Context: an optimization exercise on an open-source flow, tuned for small area, a short achievable clock period and few clock cycles. The choices shown serve that exercise and are no tape-out recipe.
In this exercise RTL edits were held to simulation tests only and were not proved equivalent to the original.
Power and IR drop assume default switching activity.

Setup of wip/zinc:
// Data_selector
module Data_selector(
	input clk,
	input rst,
	input data_collect_finish,
	input [7:0] data_in,
	output reg [7:0] data_out,
	output reg [13:0] read_select,
	output reg [13:0] write_out_se,
	output reg data_process_finish,
	output reg wr_enable
    );
Settings: LEC_CHECK=0, ABC_CLOCK_PERIOD_IN_PS=1800, CAP_MARGIN=20, CORE_MARGIN=2, CORE_UTILIZATION=40, SETUP_SLACK_MARGIN=3.2, SLEW_MARGIN=20; clock period 5.5 ns.
standard.sh (not shown) runs the stock make flow with config.mk's settings and CLKGATE_MAP_FILE= SYNTH_SCRIPT=/design/flow/synth_recipe.tcl, a recipe that flattens the netlist after the stock synthesis.
==> flow/flow/run.sh <==
#!/bin/bash
# Standard ORFS layout (the standard.sh), with two changes:
#  - port buffers are the smallest buffer (buf_1) instead of clkdlybuf4s50_1;
#  - clock tree built from clkbuf_8 in clusters of up to 20 sinks, without dummy loads.
set -euo pipefail
bash standard.sh \
  "BUFFER_PORTS_ARGS=-buffer_cell sky130_fd_sc_hd__buf_1" \
  "CTS_ARGS=-sink_clustering_enable -repair_clock_nets -dont_use_dummy_load -buf_list sky130_fd_sc_hd__clkbuf_8 -sink_clustering_size 20 -sink_clustering_max_diameter 60" \
  finish > standard_flow.log 2>&1
wip/zinc | status: complete | timing, DRC, antenna: pass
Testbench counts of wip/zinc, summed over its fixed seeds: cycles 302,736.
--- input diff wip/zinc..wip/xenon ---
diff --git a/flow/config.mk b/flow/config.mk
--- a/flow/config.mk
+++ b/flow/config.mk
@@ -6,5 +6,4 @@
 export NUM_CORES = 4
 export LEC_CHECK = 0
-export ABC_CLOCK_PERIOD_IN_PS = 1800
 export CAP_MARGIN = 20
 export CORE_MARGIN = 2
- wip/zinc -> wip/xenon: number of synthesized flops with an enable pin flat
- From wip/xenon to wip/zinc, register area did not move at all.
- Diff wip/zinc..wip/xenon | share of final-layout standard cells stronger than drive strength 1 | unchanged
- Any difference in hold slack between wip/zinc and wip/xenon is small enough to ignore.
- Diff wip/xenon..wip/zinc | share of the cycle needed by the critical path after routing | unchanged
- Diff wip/xenon..wip/zinc | non-clock buffer count in the final layout | unchanged
- The combinational group power on wip/zinc is in line with that on wip/xenon.
Changes in wip/fjord relative to wip/xenon:
diff --git a/flow/config.mk b/flow/config.mk
--- a/flow/config.mk
+++ b/flow/config.mk
@@ -6,7 +6,8 @@
 export NUM_CORES = 4
 export LEC_CHECK = 0
+export ABC_CLOCK_PERIOD_IN_PS = 1800
 export CAP_MARGIN = 20
 export CORE_MARGIN = 2
 export CORE_UTILIZATION = 40
-export SETUP_SLACK_MARGIN = 3.2
+export SETUP_SLACK_MARGIN = 3.4
 export SLEW_MARGIN = 20
Notes after the runs:
Re number of buffers inserted during clock tree synthesis: wip/fjord is 2 up on wip/xenon. Diff wip/xenon -> wip/fjord | worst hold-check slack | decrease of 0.013 ns. Maximum vdd drop ends up lower on wip/xenon.
[inputs] wip/amber vs wip/fjord
==> flow/run.sh (new file) <==
#!/bin/bash
# synth_recipe.tcl (not shown) runs the flow's synth.tcl, then flattens the netlist and writes it again
# the make line also repeats each setting of config.mk as NAME=value (left out here)
make -C /OpenROAD-flow-scripts/flow DESIGN_CONFIG=/design/flow/config.mk WORK_HOME=/design/flow/orfs CLKGATE_MAP_FILE= SYNTH_SCRIPT=/design/flow/synth_recipe.tcl finish
diff --git a/flow/config.mk b/flow/config.mk
--- a/flow/config.mk
+++ b/flow/config.mk
@@ -6,8 +6,7 @@
 export NUM_CORES = 4
 export LEC_CHECK = 0
-export ABC_CLOCK_PERIOD_IN_PS = 1800
 export CAP_MARGIN = 20
 export CORE_MARGIN = 2
 export CORE_UTILIZATION = 40
-export SETUP_SLACK_MARGIN = 3.4
+export SETUP_SLACK_MARGIN = 3.5
 export SLEW_MARGIN = 20
removed: flow/flow/run.sh
removed: flow/standard.sh
Notes after the runs:
The global-route track usage on met1 number comes out higher for wip/amber vs wip/fjord.
Relative to wip/fjord, endpoint arrival time on the critical path decreased by 1.44 ns in wip/amber.
Signed area change from the synthesized netlist to the final layout ends up lower on wip/fjord.
Overall power after layout came out higher on wip/amber than on wip/fjord.
Route | wip/amber vs wip/fjord | wire longer in wip/amber
Delta (wip/amber minus wip/fjord): cell area has increased; count of nets after finishing has increased.

-- static timing again, ports no longer ideal --
How much do the figures lean on ideal ports? The routed layouts below were timed once more, with nothing changed but the port constraints.
Step 1 sets driving cells, clkbuf_16 on the clock port and buf_2 on the other inputs (assumed; they add their load-dependent delay and slew).
Step 2 also shifts input and output timing later by t, the mid clock arrival at the registers, as if the neighbouring blocks saw the same clock.
Slacks: ideal / step 1 / step 2; pairs: ideal / step 1.
run | t (ns) | slack for setup (ns) | worst hold slack (ns) | worst slew at a driven data input, ns
wip/zinc | 0.551 | 3.151 / 3.121 / 2.676 | 0.267 / 0.267 / 0.267 | 0.05
wip/xenon | 0.551 | 3.151 / 3.121 / 2.676 | 0.267 / 0.267 / 0.267 | 0.05
wip/fjord | 0.574 | 3.257 / 3.217 / 2.694 | 0.254 / 0.254 / 0.254 | 0.04
wip/amber | 0.563 | 3.210 / 3.163 / 2.759 | 0.320 / 0.320 / 0.320 | 0.06
After both steps setup and hold are still met in every run listed. The setup slack of wip/fjord, which loses most, moves by -0.040 ns with the drivers and by -0.563 ns with both steps.
